What follows belongs to an exercise in optimizing a design on an open flow for a short achievable clock period and few clock cycles; a production flow would make more cautious choices. Only simulation tests tie the RTL to the original design; equivalence was not proved. Power is estimated from default activity; no workload was simulated.

==> design.v <==
`timescale 1ns / 1ps
module mux4x1 (
    input wire [15:0] in0,
    input wire [15:0] in1,
    input wire [15:0] in2,
    input wire [15:0] in3, 
    input wire [1:0] sel,          
    output wire [15:0] out   
);
    assign out = (sel == 2'b00) ? in0 :
                 (sel == 2'b01) ? in1 :
                 (sel == 2'b10) ? in2 :
                                  in3;
endmodule
`timescale 1ns / 1ps
module ProgramCounter (
    input wire clk,               
    input wire reset,              
    input wire PC_enable,             
    input wire [1:0] PC_op,
    input wire [15:0] offset,   
    output reg [15:0] PC_output    
);
    reg [15:0] PC;   
    always @(posedge clk or posedge reset) begin
        if (reset) begin
            PC <= 16'b0;           
        end 
        else if (PC_enable) begin
            case (PC_op)
                2'b00: PC <= PC;     
                2'b01: PC <= PC + 1;        
                2'b10: PC <= PC + 2;      
                2'b11: PC <= PC + offset;   
                default: PC <= PC;          
            endcase
        end
    end
    always @(*) begin
        PC_output = PC;
    end
endmodule
`timescale 1ns / 1ps
module Register_File(
    input [15:0] Write_data,
    input [3:0] Write_reg,
    input reset,
    input Write_enable,
    input [3:0] Read_reg_1,
    input [3:0] Read_reg_2,
    output [15:0] Read_data_1,
    output [15:0] Read_data_2,
    input [3:0] Read_reg_3,
    output [15:0] Read_data_3,
    input clk
    );
    reg [15:0] Register [0:15];
    integer i; 
    always @(posedge clk or posedge reset) begin
        if (reset) begin
            for (i = 0; i < 16; i = i + 1)
                Register[i] <= 16'b0;
        end else if (Write_enable) begin
            Register[Write_reg] <= Write_data;
        end
    end
    assign Read_data_1 = Register[Read_reg_1];
    assign Read_data_2 = Register[Read_reg_2];
    assign Read_data_3 = Register[Read_reg_3];   
endmodule
`timescale 1ns / 1ps
module IR(
        input [15:0] IR_Input,
        output reg [6:0] IR_control,
        output reg [15:0] instruction_datapath,  
        input clk,
        input reset,
        input IR_enable,
        input IR_control_enable,
        output reg [3:0] IR_data1,  
        output reg [3:0] IR_data2,  
        output reg [4:0] IR_opcode  
);
reg [15:0] instruction_control;
always @(posedge clk)
begin
if(reset)
begin
 instruction_control <= 16'b0;
 instruction_datapath <= 16'b0;
end
else if (IR_enable)
begin
  instruction_control  = (IR_control_enable) ? IR_Input : instruction_control;
  instruction_datapath = (IR_control_enable) ? 16'b0 : IR_Input;
end
end
always @(*) begin
  IR_data1 = instruction_control[8:5];
  IR_data2 = instruction_control[4:1];
  IR_opcode = instruction_control[13:9];
  IR_control = instruction_control[15:9];
end
endmodule
`timescale 1ns / 1ps
module ALU_pro(
    input clk,
    input reset,
    input ALU_enable,
    input [4:0] ALU_op,
    input [15:0] A,
    input [15:0] B,
    output reg [15:0]  ALU_out
    );
    reg [15:0] ALU_out_hold;
    always @(posedge clk)
    ALU_out_hold <= ALU_out;
    always @(*)
    begin
    ALU_out = ALU_out_hold;
    if (reset)
    begin
    ALU_out = 16'b0;
    end
    else
    begin
    if(ALU_enable)
    begin
    case (ALU_op)
    5'b00001: ALU_out = A+B;
    5'b00010: ALU_out = A-B;
    5'b00011: ALU_out = A+1;
    5'b00100: ALU_out = A-1;
    5'b00101: ALU_out = A&B;
    5'b00110: ALU_out = A|B;
    5'b00111: ALU_out = ~A;
    5'b00000: ALU_out = A^B;
    5'b01000: ALU_out = A-B;
    5'b01001: ALU_out = A-B;
    5'b01010: ALU_out = A-B;
    default: ALU_out = A;
    endcase
    end
    end
    end
endmodule
`timescale 1ns / 1ps
module Data_memory(
    input enable_read,
    input enable_write,
    input [5:0] address_write,
    input [15:0] data_write,
    input [5:0] address_read,
    output reg [15:0] data_read,
    input [5:0] address_dbg,
    output [15:0] data_dbg,
    input clk,
    input reset
);
    reg [15:0] data_mem [0:63];
    reg [5:0] address_read_reg;
    reg [5:0] address_write_reg;
    integer i;
    always @(posedge clk) begin
        if (reset) begin
            for (i = 0; i < 64; i = i + 1) begin
                data_mem[i] <= 16'b00;
            end
        end else begin
            if (enable_read) begin
                data_read <= data_mem[address_read_reg]; 
            end
            if (enable_write) begin
                data_mem[address_write_reg] <= data_write; 
            end
        end
    end
    assign data_dbg = data_mem[address_dbg];
    always @(*)
    begin
    address_read_reg = address_read;
    address_write_reg = address_write;
    end
endmodule
`timescale 1ns / 1ps
module AC(
    input clk,
    input reset,
    input [15:0] AC_input,
    output [15:0] AC_output,
    input AC_enable
);
    reg [15:0] AC;
    always @(posedge clk) begin
        if (reset)
            AC <= 16'b0;
        else if (AC_enable)
            AC <= AC_input;
    end
    assign AC_output = AC;
endmodule
`timescale 1ns / 1ps
module Flags(
input clk,
input reset,
input [15:0] ALU_out,
input Zero_flag_enable,
output reg Zero_flag
    );
wire zero_next;  
assign zero_next = (ALU_out == 16'b0);
always @(posedge clk or posedge reset) begin
    if (reset)
       Zero_flag <= 1'b0;
    else if (Zero_flag_enable)
        Zero_flag <= zero_next;
end
endmodule
`timescale 1ns / 1ps
module Shifter(
    input [15:0] A,
    output reg [15:0] Shifter_out,
    input  reset,
    input Shifter_enable,
    input [4:0] Shifter_op
    );
    always @(*)
    begin
    if(reset)
    begin
    Shifter_out = 16'b00;
    end
    else
    begin
    if(Shifter_enable)
    begin
    case (Shifter_op)
    5'b10000 : Shifter_out = {A[0],A[15:1]};
    5'b10001 : Shifter_out = {A[14:0],A[15]};
    5'b10010 : Shifter_out = A >> 1;
    5'b10011 : Shifter_out = A << 1;
    5'b10100 : Shifter_out = {A[15],A[15:1]};
    5'b10101 : Shifter_out = A <<< 1;
    default : Shifter_out = A;
    endcase
    end
    else
    begin
    Shifter_out = A;
    end
    end
    end
endmodule
`timescale 1ns / 1ps
module I_memory(
    input [5:0] address_read,
    output reg [15:0] Instruction_out,
    output [5:0] mem_addr,
    input [15:0] mem_data,
    input clk,
    input reset
    );
    assign mem_addr = address_read;
    always @(posedge clk)
    begin
        if (!reset)
        begin
        Instruction_out <= mem_data;
        end
    end
endmodule
`timescale 1ns / 1ps
module ALU_out_pro (                
    input clk,
    input reset,              
    input ALU_out_enable,             
    input [15:0] ALU_out_in,     
    output reg [15:0] ALU_out_out      
);
    reg [15:0] ALU_out_hold;
    always @(posedge clk)
        ALU_out_hold <= ALU_out_out;
    always @(*) begin
        ALU_out_out = ALU_out_hold;
        if (reset) 
            ALU_out_out = 16'b0;                
        else if (ALU_out_enable) 
            ALU_out_out = ALU_out_in;               
    end
endmodule
`timescale 1ns / 1ps
module AR(
    input clk,
    input reset,
    input [15:0] AR_input,
    output [15:0] AR_output,
    input AR_enable
    );
  reg [15:0] AR ;
always@(posedge clk)
begin
if(reset)
begin
AR <= 16'b0;
end
else
begin
if(AR_enable)
begin
AR <= AR_input;
end
else
begin
AR <= AR;
end
end
end
assign AR_output = AR;
endmodule
`timescale 1ns / 1ps
module DataPath(
    input clk,
    input reset,
    input PC_enable,
    input [1:0] PC_op,
    input [1:0] mux1_sel,
    input [1:0] mux2_sel,
    input Reg_Write_enable,
    input IR_enable,
    input IR_control_enable,
    output [6:0] IR_control,
    input ALU_enable,
    input Datamem_enable_read,
    input Datamem_enable_write,
    input AC_enable,
    input Zero_flag_enable,
    output Zero_flag,
    input Shifter_enable,
    input ALU_out_enable,
    input AR_enable,
    output [5:0] imem_addr,
    input [15:0] imem_data,
    input [5:0] dbg_addr,
    output [15:0] dbg_reg,
    output [15:0] dbg_mem
    );
    wire [15:0] Databus1;
    wire [15:0] Databus2;
    wire [15:0] Addressbus;
    wire [15:0] Data_mem_mux1;
    wire [15:0] ALU_Shifter;
    wire [15:0] IR_mux1;
    wire [15:0] I_mem_IR;
    wire [15:0] AC_ALU;
    wire [15:0] Reg_AC;
    wire [15:0] ALU_out_mux2;
    wire [15:0] Reg_mux1; 
    wire [15:0] Shifter_ALU_out;
    wire [15:0] PC_I_memory;
    wire [3:0] IR_Reg1, IR_Reg2;
    wire [4:0] IR_ALU;
    ProgramCounter PC( .clk(clk), .reset(reset), .PC_enable(PC_enable), .PC_op(PC_op), .offset(Databus1), .PC_output(PC_I_memory));
    mux4x1 mux1( .sel(mux1_sel), .in0(Reg_mux1), .in1(Data_mem_mux1), .in2(IR_mux1), .in3(16'b0), .out(Databus1));
    mux4x1 mux2( .sel(mux2_sel), .in0(ALU_out_mux2), .in1(Databus1), .in2(16'b0), .in3(16'b1111111111111111), .out(Databus2));
    Register_File Registers( .clk(clk), .reset(reset), .Write_enable(Reg_Write_enable), .Write_reg(IR_Reg2), .Read_reg_1(IR_Reg1), .Read_reg_2(IR_Reg2), .Write_data(Databus2), .Read_data_1(Reg_mux1), .Read_data_2(Reg_AC), .Read_reg_3(dbg_addr[3:0]), .Read_data_3(dbg_reg));
    IR IR( .clk(clk), .reset(reset), .IR_enable(IR_enable), .IR_control_enable(IR_control_enable), .IR_control(IR_control), .IR_data1(IR_Reg1), .IR_data2(IR_Reg2), .IR_opcode(IR_ALU), .instruction_datapath(IR_mux1), .IR_Input(I_mem_IR));
    ALU_pro ALU( .clk(clk), .reset(reset), .ALU_enable(ALU_enable), .ALU_op(IR_ALU), .A(AC_ALU), .B(Databus1), .ALU_out(ALU_Shifter));
    Data_memory DM( .clk(clk), .reset(reset), .enable_read(Datamem_enable_read), .enable_write(Datamem_enable_write), .address_write(Addressbus[5:0]), .data_write(Databus2), .address_read(Addressbus[5:0]), .data_read(Data_mem_mux1), .address_dbg(dbg_addr), .data_dbg(dbg_mem));
    AC AC( .clk(clk), .reset(reset), .AC_enable(AC_enable), .AC_input(Reg_AC), .AC_output(AC_ALU) );
    Flags Flags( .clk(clk), .reset(reset), .Zero_flag_enable(Zero_flag_enable), .Zero_flag(Zero_flag), .ALU_out(ALU_out_mux2) );
    Shifter Shifter(  .reset(reset), .Shifter_enable(Shifter_enable), .Shifter_op(IR_ALU), .A(ALU_Shifter), .Shifter_out(Shifter_ALU_out));
    I_memory IM( .clk(clk), .reset(reset), .address_read(PC_I_memory[5:0]), .Instruction_out(I_mem_IR), .mem_addr(imem_addr), .mem_data(imem_data) );
    ALU_out_pro ALU_out( .clk(clk), .reset(reset), .ALU_out_enable(ALU_out_enable), .ALU_out_in(Shifter_ALU_out), .ALU_out_out(ALU_out_mux2));
    AR AR( .clk(clk), .reset(reset), .AR_enable(AR_enable), .AR_input(Databus1), .AR_output(Addressbus));
    endmodule
`timescale 1ns / 1ps
module Control_unit(
    input clk,
    input reset,
    output reg PC_enable,
    output reg [1:0] PC_op,
    output reg [1:0] mux1_sel,
    output reg [1:0] mux2_sel,
    output reg Reg_Write_enable,
    output reg IR_enable,
    output reg IR_control_enable,
    input [6:0] IR_control,
    output reg ALU_enable,
    output reg Datamem_enable_read,
    output reg Datamem_enable_write,
    output reg AC_enable,
    output reg Zero_flag_enable,
    input  Zero_flag,
    output reg Shifter_enable,
    output reg ALU_out_enable,
    output reg AR_enable,
    output halted
    );
    parameter Fetch = 3'b000;
    parameter Decode = 3'b001;
    parameter Decode2 = 3'b010;
    parameter Execute1 = 3'b011;
    parameter Execute2 = 3'b100;
    parameter Wait1 = 3'b101;
    parameter Wait2 = 3'b110;
    parameter Wait3 = 3'b111;
    parameter Direct = 2'b00;
    parameter Indirect = 2'b01;
    parameter Immediate = 2'b10;
    reg [2:0] state;
    reg [2:0] Next_state;
    reg [4:0] opcode;
    reg [1:0] addressing_mode;
    reg execute;
    reg fetch;
    reg PC_enable_hold;
    reg [1:0] PC_op_hold;
    reg [1:0] mux1_sel_hold;
    reg [1:0] mux2_sel_hold;
    reg Reg_Write_enable_hold;
    reg IR_enable_hold;
    reg IR_control_enable_hold;
    reg ALU_enable_hold;
    reg Datamem_enable_read_hold;
    reg Datamem_enable_write_hold;
    reg AC_enable_hold;
    reg Zero_flag_enable_hold;
    reg Shifter_enable_hold;
    reg ALU_out_enable_hold;
    reg AR_enable_hold;
    reg [2:0] Next_state_hold;
    reg [4:0] opcode_hold;
    reg [1:0] addressing_mode_hold;
    reg execute_hold;
    reg fetch_hold;
    always@(posedge clk)
    begin
    PC_enable_hold <= PC_enable;
    PC_op_hold <= PC_op;
    mux1_sel_hold <= mux1_sel;
    mux2_sel_hold <= mux2_sel;
    Reg_Write_enable_hold <= Reg_Write_enable;
    IR_enable_hold <= IR_enable;
    IR_control_enable_hold <= IR_control_enable;
    ALU_enable_hold <= ALU_enable;
    Datamem_enable_read_hold <= Datamem_enable_read;
    Datamem_enable_write_hold <= Datamem_enable_write;
    AC_enable_hold <= AC_enable;
    Zero_flag_enable_hold <= Zero_flag_enable;
    Shifter_enable_hold <= Shifter_enable;
    ALU_out_enable_hold <= ALU_out_enable;
    AR_enable_hold <= AR_enable;
    Next_state_hold <= Next_state;
    opcode_hold <= opcode;
    addressing_mode_hold <= addressing_mode;
    execute_hold <= execute;
    fetch_hold <= fetch;
    end
    assign halted = (state == Decode) &&
                    (((IR_control[6:5] == Indirect) && (IR_control[4:3] != 2'b00)) ||
                     ((IR_control[6:5] == Direct) && (IR_control[4:2] == 3'b111)));
    always@(posedge clk or posedge reset)
    begin
    if(reset)
    begin
    state <= Fetch;
    end
    else
    begin
    state <= Next_state;
    end
    end
    always@(*)
    begin
    PC_enable = PC_enable_hold;
    PC_op = PC_op_hold;
    mux1_sel = mux1_sel_hold;
    mux2_sel = mux2_sel_hold;
    Reg_Write_enable = Reg_Write_enable_hold;
    IR_enable = IR_enable_hold;
    IR_control_enable = IR_control_enable_hold;
    ALU_enable = ALU_enable_hold;
    Datamem_enable_read = Datamem_enable_read_hold;
    Datamem_enable_write = Datamem_enable_write_hold;
    AC_enable = AC_enable_hold;
    Zero_flag_enable = Zero_flag_enable_hold;
    Shifter_enable = Shifter_enable_hold;
    ALU_out_enable = ALU_out_enable_hold;
    AR_enable = AR_enable_hold;
    Next_state = Next_state_hold;
    opcode = opcode_hold;
    addressing_mode = addressing_mode_hold;
    execute = execute_hold;
    fetch = fetch_hold;
    case(state)
    Wait1:begin
            PC_op=2'b00;
            Next_state = Wait2;
         end
    Wait2:begin
            Next_state = Decode;
          end       
    Wait3:begin
            case(addressing_mode)
                Direct:begin
                            casez(opcode)
                            5'b01???:begin
                                        mux2_sel = 2'b00;
                                        Reg_Write_enable = 1'b1;
                                        Next_state = Fetch;                           
                                     end
                            endcase
                       end
                Immediate:begin
                            casez(opcode)
                            5'b00???:begin
                                        mux2_sel = 2'b00;
                                        Reg_Write_enable = 1'b1;
                                        Next_state = Fetch;                           
                                     end
                            5'b11011:begin
                                        Next_state = Fetch;
                                     end
                            5'b11000:begin
                                        Next_state = Fetch;
                                     end
                            default:begin
                                    Next_state = Fetch;
                                    end
                        endcase
                          end
            default:begin
                        Next_state = Fetch;
                    end
            endcase    
          end
    Fetch: begin
            PC_enable=1'b0;
            PC_op=2'b0;
            mux1_sel=2'b11;
            mux2_sel=2'b11;
            Reg_Write_enable=1'b0;
            IR_enable=1'b0;
            IR_control_enable=1'b1;
            ALU_enable=1'b0;
            Datamem_enable_read=1'b0;
            Datamem_enable_write=1'b0;
            AC_enable=1'b0;
            Zero_flag_enable=1'b0;
            Shifter_enable=1'b0;
            ALU_out_enable=1'b0;
            AR_enable=1'b0;
            PC_enable = 1'b1;
            PC_op = 2'b01;
            IR_control_enable = 1'b1;
            IR_enable = 1'b1;
            execute = 1'b0;  
            fetch = 1'b0;  
            Next_state = Wait1;
            end
    Decode:begin
            addressing_mode = IR_control[6:5];
            opcode = IR_control[4:0];
            case(addressing_mode)
            Indirect:begin
                        casez(opcode)
                        5'b00???:begin
                                    mux1_sel = 2'b00;
                                    AR_enable = 1'b1;
                                    Datamem_enable_read = 1'b1;
                                    AC_enable = 1'b1;
                                    Next_state = Execute1;
                                 end
                        endcase
                     end
            Direct:begin
                        casez(opcode)
                        5'b01???:begin
                                    AC_enable = 1'b1;
                                    mux1_sel = 2'b00;
                                    Next_state = Execute1;
                                 end
                        5'b10???:begin
                                    AC_enable = 1'b1;
                                    mux1_sel = 2'b00;
                                    Next_state = Execute1;
                                 end
                        5'b00???:begin
                                    AC_enable = 1'b1;
                                    mux1_sel = 2'b00;
                                    Next_state = Execute1;
                                 end
                        5'b01100:begin
                                    mux2_sel = 2'b11;
                                    Reg_Write_enable = 1'b1;
                                    Next_state = Fetch;
                                 end
                        5'b01011:begin
                                    mux1_sel = 2'b11;
                                    mux2_sel = 2'b01;
                                    Reg_Write_enable = 1'b1;
                                    Next_state = Fetch;
                                 end
                        5'b01010:begin
                                    AC_enable = 1'b1;
                                    mux1_sel = 2'b00;
                                    ALU_enable = 1'b1;
                                    ALU_out_enable = 1'b1;
                                    Zero_flag_enable=1'b1;
                                    Next_state = Execute1;
                                 end
                        5'b11011:begin
                                    mux1_sel = 2'b00;
                                    mux2_sel = 2'b01;
                                    PC_enable = 1'b1;
                                    PC_op = 2'b11;
                                    Next_state = Fetch;
                                 end
                        5'b11010:begin
                                    mux1_sel = 2'b00;
                                    mux2_sel = 2'b01;
                                    Reg_Write_enable = 1'b1;
                                    Next_state = Fetch;
                                 end
                        5'b11000:begin
                                    mux1_sel = 2'b00;
                                    AR_enable = 1'b1;
                                    Datamem_enable_read = 1'b1;
                                    Next_state = Execute1;
                                 end
                        5'b11001:begin
                                    AC_enable = 1'b1;
                                    mux1_sel = 2'b00;
                                    AR_enable = 1'b1;
                                    Next_state = Execute1;
                                 end                        
                        endcase
                   end
            Immediate:begin
                        casez(opcode)
                        5'b00???:begin
                                    PC_enable = 1'b1;
                                    PC_op = 2'b01;
                                    AC_enable = 1'b1;
                                    Next_state = Execute1;
                                 end
                        5'b01010:begin
                                    PC_enable = 1'b1;
                                    PC_op = 2'b01;
                                    AC_enable = 1'b1;
                                    Next_state = Execute1;
                                 end
                        5'b11011:begin
                                    PC_enable = 1'b1;
                                    PC_op = 2'b01;
                                    Next_state = Execute1;                                   
                                 end
                        5'b11000:begin
                                    PC_enable = 1'b1;
                                    PC_op = 2'b01;
                                    Next_state = Execute1;
                                 end
                        default:begin
                                    Next_state = Fetch;
                                end
                        endcase   
                      end
            default:begin
                        Next_state = Fetch;
                    end
            endcase
           end  
    Execute1:begin
            case(addressing_mode)
                Indirect:begin
                            casez(opcode)
                            5'b00???:begin
                                        mux1_sel = 2'b01;
                                        ALU_enable = 1'b1;
                                        ALU_out_enable = 1'b1;
                                        Next_state = Execute2;
                                     end
                            endcase
                         end
                Direct:begin
                        casez(opcode)
                        5'b01???:begin
                                    ALU_enable = 1'b1;
                                    ALU_out_enable = 1'b1;
                                    PC_enable = 1'b0;
                                    Next_state = Execute2;
                                 end 
                        5'b10???:begin
                                    Shifter_enable=1'b1;
                                    ALU_enable = 1'b1;
                                    ALU_out_enable = 1'b1;
                                    mux2_sel = 2'b00;
                                    Reg_Write_enable = 1'b1;
                                    Next_state = Fetch;
                                 end                                       
                        5'b00???:begin
                                    ALU_enable = 1'b1;
                                    ALU_out_enable = 1'b1;
                                    mux2_sel = 2'b00;
                                    Reg_Write_enable = 1'b1;
                                    Next_state = Fetch;
                                 end 
                        5'b01010:begin
                                    Zero_flag_enable=1'b1;
                                    Next_state = Wait3;
                                 end
                        5'b11000:begin
                                    mux1_sel = 2'b01;
                                    mux2_sel = 2'b01;
                                    Reg_Write_enable = 1'b1;
                                    Next_state = Fetch;
                                 end
                        5'b11001:begin
                                    ALU_enable = 1'b1;
                                    ALU_out_enable = 1'b1;
                                    mux2_sel = 2'b00;
                                    Datamem_enable_write = 1'b1;
                                    Next_state = Fetch;
                                 end 
                        endcase
                   end
                Immediate:begin
                        casez(opcode)
                            5'b00???:begin
                                        PC_op = 2'b00;
                                        Next_state = Execute2;                           
                                     end
                            5'b01010:begin
                                        PC_op = 2'b00;
                                        IR_enable=1'b1;
                                        Next_state = Execute2;                                       
                                     end
                            5'b11011:begin
                                        PC_op = 2'b00;
                                        IR_enable=1'b1;
                                        Next_state = Execute2;                                        
                                     end
                            5'b11000:begin
                                        PC_op = 2'b00;
                                        IR_enable=1'b1;
                                        Next_state = Execute2;
                                     end
                            default:begin
                                    Next_state = Fetch;
                                    end
                        endcase
                          end
            default:begin
                        Next_state = Fetch;
                    end
            endcase
            end 
    Execute2:begin
            case(addressing_mode)
                Direct:begin
                            casez(opcode)
                            5'b01???:begin
                                        Next_state = Wait3;
                                     end
                            endcase
                       end
                Indirect:begin
                            casez(opcode)
                            5'b00???:begin
                                        mux2_sel = 2'b00;
                                        Reg_Write_enable = 1'b1;
                                        Next_state = Fetch;
                                     end
                            endcase
                     end
                Immediate:begin
                        casez(opcode)
                            5'b00???:begin
                                        mux1_sel = 2'b10;
                                        ALU_enable = 1'b1;
                                        IR_control_enable = 1'b0;
                                        ALU_out_enable = 1'b1;
                                        Next_state = Wait3;
                                     end
                            5'b01010:begin
                                        IR_control_enable = 1'b0;
                                        mux1_sel = 2'b10;
                                        ALU_enable = 1'b1;
                                        ALU_out_enable = 1'b1;
                                        Zero_flag_enable=1'b0;
                                        Next_state = Wait3;
                                     end
                            5'b11011:begin
                                        IR_control_enable = 1'b0;
                                        mux1_sel = 2'b10;
                                        PC_enable = 1'b1;
                                        PC_op = 2'b11;
                                        Next_state = Wait3;
                                     end
                            5'b11000:begin
                                        IR_control_enable = 1'b0;
                                        mux1_sel = 2'b10;
                                        mux2_sel = 2'b01;
                                        Reg_Write_enable = 1'b1;
                                        Next_state = Wait3;    
                                     end
                            default:begin
                                        Next_state = Fetch;
                                    end
                        endcase
                          end
            default:begin
                        Next_state = Fetch;
                    end
            endcase
             end
     endcase
    end
endmodule
`timescale 1ns / 1ps
module risc16(
    input clk,
    input reset,
    output [5:0] imem_addr,
    input [15:0] imem_data,
    output halted,
    input [5:0] dbg_addr,
    output reg [15:0] dbg_reg,
    output reg [15:0] dbg_mem
    );
    wire PC_enable;
    wire [1:0] PC_op;
    wire [1:0] mux1_sel;
    wire [1:0] mux2_sel;
    wire Reg_Write_enable;
    wire IR_enable;
    wire IR_control_enable;
    wire [6:0] IR_control;
    wire ALU_enable;
    wire Datamem_enable_read;
    wire Datamem_enable_write;
    wire AC_enable;
    wire Zero_flag_enable;
    wire Zero_flag;
    wire Shifter_enable;
    wire ALU_out_enable;
    wire AR_enable;
    wire [15:0] reg_value;
    wire [15:0] mem_value;
    DataPath body( .clk(clk),
                   .reset(reset),
                   .PC_enable(PC_enable),
                   .PC_op(PC_op),
                   .mux1_sel(mux1_sel),
                   .mux2_sel(mux2_sel),
                   .Reg_Write_enable(Reg_Write_enable),
                   .IR_enable(IR_enable),
                   .IR_control_enable(IR_control_enable),
                   .IR_control(IR_control),
                   .ALU_enable(ALU_enable),
                   .Datamem_enable_read(Datamem_enable_read),
                   .Datamem_enable_write(Datamem_enable_write),
                   .AC_enable(AC_enable),
                   .Zero_flag_enable(Zero_flag_enable),
                   .Zero_flag(Zero_flag),
                   .Shifter_enable(Shifter_enable),
                   .ALU_out_enable(ALU_out_enable),
                   .AR_enable(AR_enable),
                   .imem_addr(imem_addr),
                   .imem_data(imem_data),
                   .dbg_addr(dbg_addr),
                   .dbg_reg(reg_value),
                   .dbg_mem(mem_value) );
    Control_unit brain( .clk(clk),
                        .reset(reset),
                        .PC_enable(PC_enable),
                        .PC_op(PC_op), .mux1_sel(mux1_sel),
                        .mux2_sel(mux2_sel),
                        .Reg_Write_enable(Reg_Write_enable),
                        .IR_enable(IR_enable),
                        .IR_control_enable(IR_control_enable),
                        .IR_control(IR_control),
                        .ALU_enable(ALU_enable),
                        .Datamem_enable_read(Datamem_enable_read),
                        .Datamem_enable_write(Datamem_enable_write),
                        .AC_enable(AC_enable),
                        .Zero_flag_enable(Zero_flag_enable),
                        .Zero_flag(Zero_flag),
                        .Shifter_enable(Shifter_enable),
                        .ALU_out_enable(ALU_out_enable),
                        .AR_enable(AR_enable),
                        .halted(halted));
    always @(posedge clk)
    begin
        dbg_reg <= reg_value;
        dbg_mem <= mem_value;
    end
endmodule
==> run.sh <==
#!/bin/bash
# synth_recipe.tcl (not shown) runs the flow's synth.tcl, then flattens the netlist and writes it again
# the make line also repeats each setting of config.mk as NAME=value (left out here)
make -C /OpenROAD-flow-scripts/flow DESIGN_CONFIG=/design/flow/config.mk WORK_HOME=/design/flow/orfs CLKGATE_MAP_FILE= SYNTH_SCRIPT=/design/flow/synth_recipe.tcl finish
==> config.mk <==
export PLATFORM = sky130hd
export DESIGN_NAME = risc16
export DESIGN_NICKNAME = risc16
export VERILOG_FILES = /design/flow/design.v
export SDC_FILE = /design/flow/constraint.sdc
export NUM_CORES = 4
export LEC_CHECK = 0
export CAP_MARGIN = 40
export CORE_MARGIN = 2
export CORE_UTILIZATION = 25
export PLACE_DENSITY = 0.5
export SLEW_MARGIN = 20
==> constraint.sdc <==
create_clock -name core_clock -period 12.0 [get_ports {clk}]
set_input_delay 2.4000 -clock core_clock [delete_from_list [all_inputs] [get_ports {clk}]]
set_output_delay 2.4000 -clock core_clock [all_outputs]
set_load 0.01 [all_outputs]
==> flow_summary.yaml <==
outcome:
  status: "complete, no violations"
global_routing:
  grt_antenna_before_repair: 23
  grt_pass1_wl_um: 466700
  grt_max_degree: 138
  grt_pass1_vias: 59430
  track_usage: 0.2097
  grt_overflow: 0
cts:
  clkLatencyLatePin_ns: 0.86
  cts_resized: 0
  clk_pin_slew_ns: 0.06
  cts_tree: "done"
  htree_levels: 4
  cts_buffers: 168
  cts-root-buf: "clkbuf_16"
  cts_sinks: 1465
  hold_buffers: 0
  postCtsSetupBuffers: 0
  cts_max_path_buffers: 4
floorplanning:
  initial_core_util: 0.2517
  coreArea_sq_um: 300300
  die_w_um: 553.8
  pin_count: 63
  die_h_um: 553.8
  die_area_sq_um: 306700
  num_rows: 201
synthesis:
  yosys.area.top_type: "edfxtp_1"
  async_reset_ff_frac: 0.1809
  netlist.area_leader.share: 0.4224
  avgSynthCellArea_sq_um: 11.43
  syn_nets: 6695
  ys_ff_latch: 1465
  synth_edf_count: 1063
  synth_area_leaders: "edfxtp_1 42%, mux4_2 10%, dfrtp_1 8.8%"
  synth-seq-area-share: 0.5464
  synth.cell_area_sq_um: 75580
  synth_cell_type_count: 92
  yosys_warnings: 14
  syn_inst: 6610
  synth_top_flop_cell: "edfxtp_1"
timing:
  max_freq_mhz: 108.0
  fin_ws_ns: 2.737
  fin_skew_ns: 0.07763
  tightest_slew_ns: 1.022
  fin_crit_ns: 9.264
  slew_headroom: 0.3186
  hold_viol: 0
  maxSlewViolCount: 0
  fin_hold_ws_ns: 0.4580
  rsz0062_at_grt: "false"
  setup_violations: 0
  tns_ns: 0
  final.period_utilization: 0.7720
placed_design:
  gp_congestion: 0.9431
  port_buffers: 62
  pre_cts_ws_ns: 2.780
  place_hpwl_um: 212600
  dp.cells: 10300
setup_path:
  critical_path.top_delay_family: "compound AO/OA/AOI/OAI gates"
  crit_path_end_kind: "flop"
  cpPeakStageDelay_ns: 0.80
  startpoint_type: "flop"
  crit_type: "reg -> reg"
  cp.required_ns: 12.54
  critPathMaxFanout: 45
  path_buf_inv: 6
  slowest_stage: "dfxtp_1"
  cp.arrival_ns: 9.81
drt:
  wl_per_cell_um: 31.43
  via_per_inst: 5.903
  drt_iter0_drc: 9928
  final_antenna_net_count: 0
  firstDrtPassIters: 8
  drc: 0
  routed-via-count: 62650
  routed_wl_um: 333600
cells_and_area:
  final_cells: 10610
  syn2layout_area_growth_pct: 16.81
  drive_above_1_share: 0.1629
  layout_common_cells: "1063 x edfxtp_1, 1002 x nor2_1, 599 x a22oi_1"
  layout_commonest_cell: "edfxtp_1"
  top_regs: "body.DM.data_mem: 1024 flops, body.Registers.Register: 256 flops"
  largest-register: "body.DM.data_mem"
  regArea_sq_um: 41300
  largest_reg_flops: 1024
  multiInputGateArea_sq_um: 31820
  n_fill_cell: 30650
  num-nets-final: 6609
run:
  maxCapViolations: 0
pwr:
  power_per_cell_area_nw_per_um2: 235.8
  leakagePower_uw: 0.03081
  ir_drop_mv: 0.2214
worst_hold_path:
  hp-class: "reg -> reg"
==> worst reg2reg max path, delay by kind of cell (launching register included) <==
kind | cells | cell delay (ns)
and+or+nand+nor | 9 | 2.46
AOI/OAI and AO/OA | 12 | 2.77
xor gates and xnor gates | 1 | 0.07
DFF | 1 | 0.80
buffers and inverters | 6 | 1.96
adders and majority gates | 3 | 0.94
==> metal layers <==
layer / share of wire / global-route usage / vias to the layer above
met4: 0.055 / 0.09885 / 22
met3: 0.13 / 0.06018 / 945
li1: - / - / 25420
met2: 0.43 / 0.3094 / 4651
met1: 0.39 / 0.2815 / 31620
met5: 0.00054 / 0.0007814 / -
==> area by class of cell <==
type	instances	share of cell area
inverter	77	0.003359
clock inverter	75	0.008716
clock buffer	219	0.05184
multi-input combinational	4402	0.3604
timing repair buffer	410	0.05150
antenna	8	0.0002268
sequential	1465	0.4678
tap	3958	0.05609
==> kinds of logic (layout without fill, tap and decap cells) <==
| logic type | Yosys count | after routing | share of synthesized area |
|---|---|---|---|
| AOI/OAI and AO/OA | 1774 | 1774 | 0.1663 |
| xor gates and xnor gates | 16 | 16 | 0.001854 |
| adders and majority gates | 61 | 61 | 0.01030 |
| buffers and inverters | 743 | 781 | 0.03833 |
| DFF | 1465 | 1465 | 0.5464 |
| muxes | 449 | 449 | 0.1164 |
| other | 0 | 8 | 0 |
| and+or+nand+nor | 2102 | 2102 | 0.1203 |
==> through the flow <==
step / utilization / total power [uW] / area [sq um]
3_5_place_dp: 0.2757 / 15350 / 82780
3_3_place_gp: 0.2690 / 15000 / 80790
5_1_grt: 0.2939 / 21460 / 88260
2_1_floorplan: - / 11370 / 75580
6_report: 0.2940 / 20820 / 88280
4_1_cts: 0.2935 / 20520 / 88130
==> path summary, 6_finish.rpt <==
kind,startpoint,to,slack [ns],cells past startpoint
max,body.IR.instruction_control[12]$_SDFFE_PP0P_,body.DM.data_mem[54][13]$_SDFFCE_PN0P_,2.74,31
min,body.ALU_out.ALU_out_hold[5]$_DFF_P_,body.ALU_out.ALU_out_hold[5]$_DFF_P_,0.46,2
max reg2reg,body.IR.instruction_control[12]$_SDFFE_PP0P_,body.DM.data_mem[54][13]$_SDFFCE_PN0P_,2.74,31
min reg2reg,body.ALU_out.ALU_out_hold[5]$_DFF_P_,body.ALU_out.ALU_out_hold[5]$_DFF_P_,0.46,2
max in group asynchronous,reset,body.Registers.Register[8][2]$_DFFE_PP0P_,8.15,7
min in group asynchronous,reset,body.PC.PC[0]$_DFFE_PP0P_,1.97,3
==> power by group <==
| group | total, uW | switching (uW) | internal [uW] |
|---|---|---|---|
| registers | 6720 | 708 | 6010 |
| logic | 8890 | 6520 | 2370 |
| clock network | 5200 | 2220 | 2990 |
==> cell usage after synthesis (15+ instances only) <==
library cell	instances
o22a_1	19
mux2i_1	68
o21ai_0	314
a221oi_1	127
mux2_2	41
nor2_1	1008
a21oi_1	176
nand2_1	518
a211oi_1	91
o221ai_1	27
dfxtp_1	137
nand3_1	87
a31oi_1	88
nand2b_1	29
a22o_1	117
ha_1	59
and2_1	19
dfrtp_1	265
nor4_1	15
and3_1	27
edfxtp_1	1063
buf_2	38
a22oi_1	599
nor3_1	196
xnor2_1	16
mux4_2	340
nor2b_1	19
o22ai_1	15
o21a_1	16
nand4_1	107
a21o_1	17
o211ai_1	17
clkbuf_1	555
buf_1	64
inv_1	67
nor3b_1	18
o2bb2ai_1	17
Testbench counts, summed over its fixed seeds: cycles 420,570.

==> afterwards: timing with drivers on the ports <==
The results above use ideal ports. As a check the final layout listed here was re-extracted and re-timed, cells and wires unchanged. Step 1: set_driving_cell puts a clkbuf_16 on clk and a buf_2 on each other input, an assumption about the parent block. Step 2 times the ports against the registers' clock, not the clock port: input delays grow and output delays shrink by t, the midpoint of the rising clock arrivals with the driver on. a / b / c = no drivers / after step 1 / after step 2; a / b = the first two.
t (ns): 0.923
setup WS [ns]: 2.736 / 2.736 / 2.736
hold slack, ns: 0.458 / 0.458 / 0.458
worst setup path after step 2: register to register
latest minus earliest clock arrival (ns): 0.078 / 0.078
After both steps this run still meets setup and hold. The setup slack of this run moves by 0.000 ns with the drivers and by 0.000 ns with both steps.
